Source: an optimization exercise on an open RTL-to-GDS flow (aim: small area, a short achievable clock period and few clock cycles). Production flows keep margins and buffers that such runs may drop. The RTL was checked by simulation tests, not by an equivalence proof against the original design.

==> flow/design.v (outline; a module is shown in full before it is edited, if it fits) <==
// module mult_fa: 4 lines
// module mult_ha: 4 lines
// module mult: 5977 lines
module mult(input clock, reset, nuke,
            input [63:0] mcand, mplier,
            input start,
            output [63:0] product,
            output done);
  // ...
==> flow/flow/run.sh <==
#!/bin/bash
set -e
for cfg in config.mk "$FLOW_CONFIG"; do
  [ -n "$cfg" ] && [ -f "$cfg" ] || continue
  grep -q '^export BUFFER_PORTS_ARGS' "$cfg" && continue
  echo 'export BUFFER_PORTS_ARGS = -buffer_cell sky130_fd_sc_hd__buf_2' >> "$cfg"
done
bash standard.sh > standard.log 2>&1
==> flow/standard.sh <==
#!/bin/bash
# synth_recipe.tcl (not shown) runs the flow's synth.tcl, then flattens the netlist and writes it again
# the make line also repeats each setting of config.mk as NAME=value (left out here)
make -C /OpenROAD-flow-scripts/flow DESIGN_CONFIG=/design/flow/config.mk WORK_HOME=/design/flow/orfs CLKGATE_MAP_FILE= SYNTH_SCRIPT=/design/flow/synth_recipe.tcl "${@:-finish}"
==> flow/config.mk <==
export PLATFORM = sky130hd
export DESIGN_NAME = mult
export DESIGN_NICKNAME = mult
export VERILOG_FILES = /design/flow/design.v
export SDC_FILE = /design/flow/constraint.sdc
export NUM_CORES = 4
export LEC_CHECK = 0
export ABC_AREA = 1
export CAP_MARGIN = 20
export CORE_MARGIN = 2
export CORE_UTILIZATION = 55
export SETUP_SLACK_MARGIN = 3.0
export SLEW_MARGIN = 75
export SYNTH_HIERARCHICAL = 1
export BUFFER_PORTS_ARGS = -buffer_cell sky130_fd_sc_hd__buf_2
==> flow/constraint.sdc <==
create_clock -name core_clock -period 7.0 [get_ports {clock}]
set_input_delay 1.4000 -clock core_clock [delete_from_list [all_inputs] [get_ports {clock}]]
set_output_delay 1.4000 -clock core_clock [all_outputs]
set_load 0.01 [all_outputs]
==> run summary, run 1 <==
status = timing/DRC/antenna clean
average detailed-routed wire length per instance = 33.0 um
Die Footprint = 99200 um2
CP arrival = 4.66 ns
CTS root buffer = clkbuf_16
layout cell share with drive strength beyond 1 = 16.7%
most frequent cell after synthesis = xor2_1
Critical path origin = t0_c2045
Synth cell types = 37
dominant synthesized flop cell = dfxtp_1
Worst-path clk slew = 0.06 ns
mux share of post-synthesis cell area = 0%
r2r startpoint = t0_c2045
vias in the first global route = 46600
top post-synthesis cells by count = 1088 x xor2_1, 957 x o22ai_1, 934 x fa_1
Starting DRT DRC Count = 5954
initial antenna violation count = 7
max FFs per register = 64
RePlAce Congestion = 0.989
most common cell after layout, fill and taps aside = xor2_1
hold crit path type = flip-flop to flip-flop
setup_tns = 0 ns
Met3 Wirelength = 32300 um
Hold Vio Cnt, Final = 0
CP endpoint = product_r[61]
Synth area leaders = fa_1 35%, xor2_1 18%, dfxtp_1 16%
met1 GRT Util = 55.3%
GR Layer Usage met3 = 16.9%
period utilisation layout = 59.0%
area of the multi-input gates = 42100 um2
fin cells = 6800
register cell area after layout = 8430 um2
max frequency = 0.242 GHz
Testbench counts, summed over its fixed seeds: cycles 3,376.
==> run 2: changes to the inputs <==
--- a/flow/config.mk
+++ b/flow/config.mk
@@ -10,6 +10,6 @@
 export CORE_MARGIN = 2
 export CORE_UTILIZATION = 55
 export SETUP_SLACK_MARGIN = 3.0
-export SLEW_MARGIN = 75
+export SLEW_MARGIN = 20
 export SYNTH_HIERARCHICAL = 1
 export BUFFER_PORTS_ARGS = -buffer_cell sky130_fd_sc_hd__buf_2
==> run summary, run 2 <==
initial antenna violation count = 5 (-2)
drt first pass iters = 6
vias in the first global route = 46200 (-0.89%)
CTS root buffer = clkbuf_16
skew final = 0.0296 ns
Final setup viols = 0
Seq cells post-synth = 421
critical path's slowest cell = fa_2
layout cell share with drive strength beyond 1 = 15.2% (-1.5 points)
Worst R2R Path Depth = 14
Synth cell types = 37 (unchanged)
Hold Path Origin = t0_neg0
CP arrival = 4.68 ns (+0.02 ns)
fin nets = 6572
WHS Path Cells = 1
Max Cap Viol = 0
RSZ-0062 raised after global routing = yes
first-pass GRT wire length = 320000 um
# IOs = 197
Max FO, Critical Path = 4
initial core utilization = 55.2%
sequential element share of the synthesized area = 15.9%
Yosys top cell by area = fa_1
Period minus WS final = 4.13 ns
Die Y = 315 um
Net Count, Synth = 6662
Die Width = 315 um
filler instances = 8343
synthesized area per cell = 9.70 um2
clock tree sinks = 421
Startpoint Class = flip-flop
crit-path max cell delay = 0.62 ns
placed cell area = 54400 um2
period utilisation layout = 59.0% (about the same)
later-pin clock latency in the skew report = 0.68 ns
RePlAce Congestion = 0.989 (unchanged)
Hold Buf Count CTS = 0
hold crit path type = flip-flop to flip-flop
Setup crit end kind = flip-flop
dominant synthesized flop cell = dfxtp_1
CORE AREA = 96300 um2
Post-Route Hold Slack = 0.446 ns
top post-synthesis cells by count = 1088 x xor2_1, 957 x o22ai_1, 934 x fa_1
Critical Path RT = 7.55 ns
max FFs per register = 64 (unchanged)
max frequency = 0.242 GHz (about the same)
Worst Tran Pin Value = 1.20 ns
Max clock buf depth = 3
most frequent cell after synthesis = xor2_1
H-Tree Level Count = 2
setup_tns = 0 ns (unchanged)
number of flops mapped to enable cells by yosys = 0
area delta synth->final = 9.50%
reg2reg setup slack = 2.87 ns
Largest Register = product_r
Yosys warning count = 7
total number of vias = 45200
Post-Syn Instances = 5479
average detailed-routed wire length per instance = 33.5 um (+1.4%)
relative slew slack = 19.9%
final instance area = 58200 um2
Cell Area, Synth = 53200 um2
status = timing/DRC/antenna clean
most common cell after layout, fill and taps aside = xor2_1
DR DRC count = 0
Synth area leaders = fa_1 35%, xor2_1 18%, dfxtp_1 16%
CTS tree = yes
r2r startpoint = t0_c2051
total track usage = 45.1%
Die Footprint = 99200 um2 (unchanged)
commonest non-fill, non-tap cells in the layout = 1086 x xor2_1, 957 x o22ai_1, 897 x fa_1, 543 x nand2_1, 417 x dfxtp_1
final slew viol count = 0
TritonCTS Buffers = 52
Yosys top cell area share = 35.2%
buffers added on ports = 196
Worst Hold End = product_r[0]
Hold Vio Cnt, Final = 0 (unchanged)
Rows = 114
async set or reset register ratio after synthesis = 0%
Starting DRT DRC Count = 5767 (-3.1%)
largest net degree at the start of global routing = 63
Worst-path clk slew = 0.06 ns (about the same)
crit path cell chain = fa_2 -> fa_2 -> fa_2 -> fa_1 -> fa_2 -> ha_4 -> a21oi_4 -> o21ai_1 -> a21oi_2 -> nand2_1 -> a21oi_2 -> nand2_1 -> nand2_1 -> nand2_1
Top Registers = product_r (64), valid (2)
WL final = 225000 um
Remaining Overflow, GRT = 0
antenna viol nets, final = 0
RR Endpoint = product_r[61]
Via density = 6.73
Post-DP HPWL = 148000 um
WS Path Type = flip-flop to flip-flop
## run 2: cell counts after synthesis
No cell type changed its count.
## run 2: per-stage QoR
step / instances / utilization, % / setup slack (ns)
2_1_floorplan: 5479 / - / 3.03
3_3_place_gp: 6550 / 56.5 / 1.61
3_5_place_dp: 6550 / 56.5 / 1.58
4_1_cts: 6682 / 59.6 / 2.94
5_1_grt: 6709 / 60.5 / 2.85
6_report: 6711 / 60.5 / 2.87
## run 2: worst max-delay path: cells and delay by family (launching register included)
kind / cells / cell delay [ns]
adders and majority gates: 6 / 2.67
AOI/OAI and AO/OA: 4 / 0.73
DFF: 1 / 0.32
and+or+nand+nor: 4 / 0.28
## run 2: cells by family after synthesis
logic type	synth area share, %
xor gates and xnor gates	18.0
adders and majority gates	37.9
buffers and inverters	7.30
AOI/OAI and AO/OA	13.9
and+or+nand+nor	7.03
DFF	15.9
## run 2: area by class of cell
cell class | instances | area, um2 | share of cell area (%)
multi-input combinational | 4174 | 42100 | 72.4
sequential | 421 | 8430 | 14.5
timing repair buffer | 355 | 2730 | 4.69
tap | 1276 | 1600 | 2.74
inverter | 385 | 1480 | 2.55
clock buffer | 64 | 1450 | 2.49
clock inverter | 33 | 395 | 0.679
antenna | 3 | 7.51 | 0.0129
## run 2: what timing repair did
action,CTS,global route
endpoints found under the setup margin,336,171
gates resized for setup,173,167
buffers inserted,27,21
gates cloned,8,3
pin swaps,32,56
## run 2: per-module statistics from Yosys (local to each module, per instance)
module   cell area, um2  cells inside  copies in the design
mult              33700          4487                     1
mult_fa            20.0             1                   934
mult_ha            12.5             1                    58
## run 2: how the worst max path moves through the flow
stage               startpoint             to  slack (ns)  cells after the start
floorplan           mplier[17]       t0_s1993        3.03                     10
global placement    mplier[25]       t0_s1861        1.61                      9
detailed placement  mplier[25]       t0_s1861        1.58                      9
CTS                   t0_c2072  product_r[63]        2.94                     17
global route          t0_c2051  product_r[61]        2.85                     14
finish                t0_c2051  product_r[61]        2.87                     14
## run 2: layer usage
layer / routed length (um) / global-route usage [%] / vias up / part of all wire [%]
li1: - / - / 17900 / -
met2: 92600 / 65.6 / 4053 / 41
met4: 19700 / 30.2 / 8 / 8.8
met3: 33300 / 17.8 / 1203 / 15
met1: 78900 / 55.5 / 22000 / 35
met5: 106 / 0 / - / 0.047
==> run 3: changes to the inputs <==
--- a/flow/config.mk
+++ b/flow/config.mk
@@ -9,6 +9,7 @@
 export CAP_MARGIN = 20
 export CORE_MARGIN = 2
 export CORE_UTILIZATION = 55
+export GPL_ROUTABILITY_DRIVEN = 0
 export SETUP_SLACK_MARGIN = 3.0
 export SLEW_MARGIN = 20
 export SYNTH_HIERARCHICAL = 1
==> run summary, run 3 <==
initial core utilization = 55.2% (unchanged)
Worst Tran Pin Value = 1.27 ns (+0.0681 ns)
H-Tree Level Count = 2 (unchanged)
Hold Vio Cnt, Final = 0 (unchanged)
Synth area leaders = fa_1 35%, xor2_1 18%, dfxtp_1 16%
CTS tree = yes
Period minus WS final = 4.14 ns (+0.00527 ns)
Worst-path clk slew = 0.07 ns (about the same)
vias in the first global route = 47600 (+3.1%)
Largest Register = product_r
synthesized area per cell = 9.70 um2 (unchanged)
drt first pass iters = 9 (+3)
most frequent cell after synthesis = xor2_1
most common cell after layout, fill and taps aside = xor2_1
WS Path Type = flip-flop to flip-flop
initial antenna violation count = 8 (+3)
Critical Path RT = 7.52 ns (-0.03 ns)
Yosys top cell area share = 35.2% (unchanged)
Setup crit end kind = flip-flop
commonest non-fill, non-tap cells in the layout = 1083 x xor2_1, 955 x o22ai_1, 898 x fa_1, 550 x nand2_1, 418 x dfxtp_1
setup_tns = 0 ns (unchanged)
Seq cells post-synth = 421 (unchanged)
total track usage = 46.9% (+1.8 points)
WL final = 239000 um (+6.4%)
Top Registers = product_r (64), valid (2)
later-pin clock latency in the skew report = 0.66 ns (-0.02 ns)
critical path's slowest cell = fa_2
RSZ-0062 raised after global routing = yes
largest net degree at the start of global routing = 63 (unchanged)
period utilisation layout = 59.1% (+0.075 points)
status = timing/DRC/antenna clean
Worst R2R Path Depth = 14 (unchanged)
DR DRC count = 0 (unchanged)
largest family of logic cells by synthesized area = adder cells
CTS root buffer = clkbuf_16
placed insts = 6551 (+0.015%)
Synth Area in Simple Gates = 7.03% (unchanged)
crit-path max cell delay = 0.60 ns (-0.02 ns)
Startpoint Class = flip-flop
Top Family by Delay on Critical Path = adder cells
Post-Syn Instances = 5479 (unchanged)
final slew viol count = 0 (unchanged)
dominant synthesized flop cell = dfxtp_1
max FFs per register = 64 (unchanged)
Compound-Gate Fraction of Synth Area = 13.9% (unchanged)
Max clock buf depth = 3 (unchanged)
total number of vias = 46900 (+3.8%)
Synth cell types = 37 (unchanged)
mux share of post-synthesis cell area = 0% (unchanged)
fin cells = 6727 (+0.24%)
Remaining Overflow, GRT = 0 (unchanged)
Die Y = 315 um (unchanged)
layout cell share with drive strength beyond 1 = 15.2% (-0.055 points)
skew final = 0.0296 ns (+0.00000150 ns)
WHS Path Cells = 1 (unchanged)
antenna viol nets, final = 0 (unchanged)
Final setup viols = 0 (unchanged)
buffers added on ports = 196 (unchanged)
first-pass GRT wire length = 332000 um (+3.5%)
# IOs = 197 (unchanged)
Die Footprint = 99200 um2 (unchanged)
Adder-Cell Fraction of Synth Area = 37.9% (unchanged)
TritonCTS Buffers = 49 (-5.8%)
number of flops mapped to enable cells by yosys = 0 (unchanged)
CP bufs+invs = 0 (unchanged)
Max Cap Viol = 0 (unchanged)
Hold Buf Count CTS = 0 (unchanged)
CORE AREA = 96300 um2 (unchanged)
cell count along the critical path = 14 (unchanged)
area delta synth->final = 10.4%
fin nets = 6593 (+0.32%)
Via density = 6.97 (+3.5%)
Die Width = 315 um (unchanged)
async set or reset register ratio after synthesis = 0% (unchanged)
XOR/XNOR share of the synthesized area = 18.0% (unchanged)
crit path cell chain = fa_1 -> ha_1 -> fa_1 -> fa_1 -> fa_2 -> ha_4 -> a21oi_4 -> o21ai_1 -> a21oi_1 -> nand2_1 -> a21oi_2 -> nand2_1 -> nand2_1 -> nand2_2
relative slew slack = 15.5% (-4.4 points)
CP arrival = 4.66 ns (-0.02 ns)
Cell Area, Synth = 53200 um2 (unchanged)
Yosys warning count = 7 (unchanged)
clock tree sinks = 421 (unchanged)
Yosys top cell by area = fa_1
Rows = 114 (unchanged)
average detailed-routed wire length per instance = 35.5 um (+6.2%)
top post-synthesis cells by count = 1088 x xor2_1, 957 x o22ai_1, 934 x fa_1
Max FO, Critical Path = 4 (unchanged)
Net Count, Synth = 6662 (unchanged)
Starting DRT DRC Count = 6549 (+14%)
sequential element share of the synthesized area = 15.9% (unchanged)
hold crit path type = flip-flop to flip-flop
max frequency = 0.242 GHz (-0.13%)
Post-DP HPWL = 148000 um (+0.33%)
==> run 3: worst paths after layout <==
kind              startpoint             to  slack (ns)
setup / recovery    t0_c2054  product_r[63]        2.86
hold / removal       t0_neg0   product_r[0]        0.43
setup reg to reg    t0_c2054  product_r[63]        2.86
hold reg to reg      t0_neg0   product_r[0]        0.43
==> run 3: layer usage <==
| metal | track usage (%) | routed length (um) | vias to the layer above |
|---|---|---|---|
| met1 | 55.5 | 80300 | 22600 |
| met4 | 33.9 | 24200 | 26 |
| met3 | 23.2 | 39800 | 1655 |
| met2 | 65.7 | 94100 | 4618 |
| li1 | - | - | 17900 |
| met5 | 2.51 | 700 | - |
==> run 3: metrics by stage <==
stage                     hold WS [ns]  instance area [um2]  setup WS, ns  util [%]
after global placement           0.424                54400          1.52      56.5
after detailed placement         0.431                54400          1.50      56.5
after global routing             0.442                58700          2.83      61.0
after floorplan                  0.420                53200          3.03         -
after CTS                        0.430                57500          2.94      59.8
final                            0.433                58700          2.86      61.0
==> run 3: kinds of logic after synthesis <==
logic type / count (synthesis)
compound gates: 1111
xor+xnor: 1091
fa+ha+maj: 1051
simple gates: 912
buf+inv: 893
flops: 421
==> run 3: what timing repair did <==
item,in CTS,in global routing
resized for setup,193,160
buffers inserted,38,22
setup endpoints to repair,335,170
pin swaps,38,47
cloned,11,12
==> run 3: cell type report <==
type,count,area [um2]
clock buffers,66,1400
multi-input cells,4184,42400
fillers,8242,37600
flip-flops and latches,421,8430
well taps,1276,1600
clock inverters,20,239
diodes,6,15.0
repair buffers,369,3110
inverters,385,1500
==> run 3: per-module statistics from Yosys, one instance, submodules excluded <==
| module | cell area [um2] | times used | cells |
|---|---|---|---|
| mult_fa | 20.0 | 934 | 1 |
| mult | 33700 | 1 | 4487 |
| mult_ha | 12.5 | 58 | 1 |
==> run 4: changes to the inputs <==
--- a/flow/config.mk
+++ b/flow/config.mk
@@ -9,7 +9,7 @@
 export CAP_MARGIN = 20
 export CORE_MARGIN = 2
 export CORE_UTILIZATION = 55
-export GPL_ROUTABILITY_DRIVEN = 0
+export PLACE_DENSITY = 0.68
 export SETUP_SLACK_MARGIN = 3.0
 export SLEW_MARGIN = 20
 export SYNTH_HIERARCHICAL = 1
==> run summary, run 4 <==
status = timing/DRC/antenna clean
RePlAce Congestion = 1.02
buffers added on ports = 196 (unchanged)
CORE AREA = 96300 um2 (unchanged)
layout cell share with drive strength beyond 1 = 14.7% (-0.42 points)
Hold Vio Cnt, Final = 0 (unchanged)
Die Y = 315 um (unchanged)
reg2reg setup slack = 2.85 ns (about the same)
RSZ-0062 raised after global routing = yes
setup_tns = 0 ns (unchanged)
Critical path origin = t0_c2057
total track usage = 45.4% (-1.5 points)
Setup crit end kind = flip-flop
CTS root buffer = clkbuf_16
Synth cell types = 37 (unchanged)
largest net degree at the start of global routing = 63 (unchanged)
Yosys top cell area share = 35.2% (unchanged)
Worst R2R Path Depth = 14 (unchanged)
Worst Tran Pin Value = 1.31 ns (+0.0394 ns)
hold crit path type = flip-flop to flip-flop
Die Width = 315 um (unchanged)
total number of vias = 46600 (-0.67%)
Final setup viols = 0 (unchanged)
r2r startpoint = t0_c2057
Top Layer Used = met5
Via density = 6.95 (-0.25%)
Yosys warning count = 7 (unchanged)
Met2 Wirelength = 90500 um (-3.9%)
Top Family by Delay on Critical Path = adder cells
vias in the first global route = 47600 (-0.092%)
Top Registers = product_r (64), valid (2)
drt first pass iters = 13 (+4)
Cell Area, Synth = 53200 um2 (unchanged)
cell count along the critical path = 14 (unchanged)
Max clock buf depth = 3 (unchanged)
fin cells = 6699 (-0.42%)
period utilisation layout = 59.2% (+0.17 points)
largest family of logic cells by synthesized area = adder cells
later-pin clock latency in the skew report = 0.67 ns (about the same)
Synth Area in Simple Gates = 7.03% (unchanged)
fin nets = 6559 (-0.52%)
most common cell after layout, fill and taps aside = xor2_1
Synth area leaders = fa_1 35%, xor2_1 18%, dfxtp_1 16%
first-pass GRT wire length = 325000 um (-2.1%)
initial antenna violation count = 2 (-6)
synthesized area per cell = 9.70 um2 (unchanged)
antenna viol nets, final = 0 (unchanged)
Net Count, Synth = 6662 (unchanged)
Die Footprint = 99200 um2 (unchanged)
Startpoint Class = flip-flop
number of flops mapped to enable cells by yosys = 0 (unchanged)
max frequency = 0.241 GHz (-0.29%)
Starting DRT DRC Count = 7191 (+9.8%)
Max Cap Viol = 0 (unchanged)
Seq cells post-synth = 421 (unchanged)
most frequent cell after synthesis = xor2_1
CP arrival = 4.68 ns (+0.02 ns)
Max FO, Critical Path = 5 (+1)
Critical Path RT = 7.54 ns (+0.02 ns)
crit-path most repeated cell = fa_2
Met3 Wirelength = 39100 um (-1.8%)
dominant synthesized flop cell = dfxtp_1
Adder-Cell Fraction of Synth Area = 37.9% (unchanged)
CTS tree = yes
area delta synth->final = 9.41%
Worst-path clk slew = 0.06 ns (about the same)
DP Worst Slack = 1.66 ns (+0.162 ns)
DRT met1 WL = 75500 um (-5.9%)
Yosys top cell by area = fa_1
# IOs = 197 (unchanged)
crit path cell chain = fa_2 -> fa_2 -> fa_2 -> fa_2 -> fa_2 -> ha_4 -> a21oi_4 -> o21ai_2 -> a21oi_2 -> nand2_1 -> a21oi_2 -> nand2_1 -> nand2_1 -> nand2_1
CP endpoint = product_r[62]
placed insts = 6549 (-0.031%)
critical path's slowest cell = fa_2
average detailed-routed wire length per instance = 33.8 um (-4.8%)
Hold Buf Count CTS = 0 (unchanged)
max FFs per register = 64 (unchanged)
WS Path Type = flip-flop to flip-flop
sequential element share of the synthesized area = 15.9% (unchanged)
Compound-Gate Fraction of Synth Area = 13.9% (unchanged)
TritonCTS Buffers = 52 (+6.1%)
WL final = 227000 um (-5.2%)
Remaining Overflow, GRT = 0 (unchanged)
mux share of post-synthesis cell area = 0% (unchanged)
post-route worst setup slack = 2.85 ns (-0.0119 ns)
final slew viol count = 0 (unchanged)
async set or reset register ratio after synthesis = 0% (unchanged)
Period minus WS final = 4.15 ns (+0.0119 ns)
RR Endpoint = product_r[62]
crit-path max cell delay = 0.56 ns (-0.04 ns)
CP bufs+invs = 0 (unchanged)
skew final = 0.0326 ns (+0.00304 ns)
initial core utilization = 55.2% (unchanged)
H-Tree Level Count = 2 (unchanged)
Post-Syn Instances = 5479 (unchanged)
Largest Register = product_r
relative slew slack = 12.7% (-2.8 points)
Rows = 114 (unchanged)
commonest non-fill, non-tap cells in the layout = 1088 x xor2_1, 954 x o22ai_1, 893 x fa_1, 545 x nand2_1, 417 x dfxtp_1
top post-synthesis cells by count = 1088 x xor2_1, 957 x o22ai_1, 934 x fa_1
DR DRC count = 0 (unchanged)
clock tree sinks = 421 (unchanged)
XOR/XNOR share of the synthesized area = 18.0% (unchanged)
Post-DP HPWL = 146000 um (-1.6%)
-- run 4: cell type report --
type	instances	area (um2)
multi-input cells	4172	42100
fillers	8113	38100
flip-flops and latches	421	8430
repair buffers	344	2720
well taps	1276	1600
inverters	385	1480
clock buffers	68	1430
clock inverters	28	378
diodes	5	12.5
-- run 4: how the worst min path moves through the flow --
stage | cells after the start | start | slack, ns | to
2_1_floorplan | 1 | t0_neg0 | 0.42 | product_r[0]
3_5_place_dp | 1 | t0_neg0 | 0.44 | product_r[0]
5_1_grt | 1 | t0_neg0 | 0.46 | product_r[0]
6_report | 1 | t0_neg0 | 0.45 | product_r[0]
3_3_place_gp | 1 | t0_neg0 | 0.43 | product_r[0]
4_1_cts | 1 | t0_neg0 | 0.43 | product_r[0]
-- run 4: per-layer routing --
metal	global-route usage, %	up-vias
met1	54.2	22300
met3	22.6	1516
met4	31.1	8
met5	1.11	-
met2	64.0	4820
li1	-	17900
-- run 4: per-module statistics from Yosys, one instance, submodules excluded --
module | flip-flops and latches | copies in the design | cells inside | cell area [um2]
mult | 421 | 1 | 4487 | 33700
mult_ha | 0 | 58 | 1 | 12.5
mult_fa | 0 | 934 | 1 | 20.0
-- run 4: worst reg2reg max path, stage by stage, from the launching register on --
cell and delay (ns):
dfxtp_2 0.32, fa_2 0.43, fa_2 0.47, fa_2 0.42
fa_2 0.55, fa_2 0.56, ha_4 0.35, a21oi_4 0.31
o21ai_2 0.11, a21oi_2 0.14, nand2_1 0.08, a21oi_2 0.12
nand2_1 0.06, nand2_1 0.05, nand2_1 0.05
-- run 4: repair_timing --
action	CTS	global route
endpoints found under the setup margin	343	230
setup buffers	29	10
hold endpoints to repair	0	0
gates cloned	4	6
gates resized for setup	170	179
pin swaps	30	71
-- run 4: cell families (layout without fill, tap and decap cells) --
group	Yosys count	after routing
flip-flops	421	421
buffers and inverters	893	825
other	0	5
AND/OR/NAND/NOR	912	916
XOR/XNOR	1091	1091
AO/OA/AOI/OAI	1111	1114
adder cells (fa/ha/maj)	1051	1051
-- run 4: metrics by stage --
stage | area, um2 | hold slack (ns) | utilization, %
final | 58200 | 0.453 | 60.4
after global routing | 58200 | 0.459 | 60.4
after CTS | 57300 | 0.429 | 59.5
after detailed placement | 54400 | 0.438 | 56.5
after global placement | 54400 | 0.428 | 56.5
after floorplan | 53200 | 0.420 | -

## afterwards: timing with drivers on the ports
Ports are ideal in the flow. The routed layouts listed here were re-timed in OpenROAD.
Step 1: set_driving_cell puts a clkbuf_16 on clock and a buf_2 on each other input, an assumption about the parent block.
Step 2 moves the port delays by t, midway between the first and last clock arrival at a register: inputs arrive t later, outputs are due t later. That takes back most of the time a late clock gives input paths.
a / b / c = ideal / step 1 / step 2; a / b = the first two.
run	t, ns	slack for setup (ns)	worst hold slack (ns)	latest minus earliest clock arrival (ns)
run 1	0.746	2.871 / 2.871 / 2.210	0.457 / 0.457 / 0.457	0.046 / 0.045
run 2	0.748	2.870 / 2.870 / 2.191	0.446 / 0.446 / 0.446	0.034 / 0.035
run 3	0.728	2.865 / 2.865 / 2.225	0.433 / 0.433 / 0.433	0.035 / 0.035
run 4	0.738	2.853 / 2.853 / 2.231	0.453 / 0.453 / 0.453	0.033 / 0.033
After both steps every run listed still meets setup and hold. For run 2, which loses most, drivers alone change the setup slack by 0.000 ns; drivers and shift together by -0.679 ns.
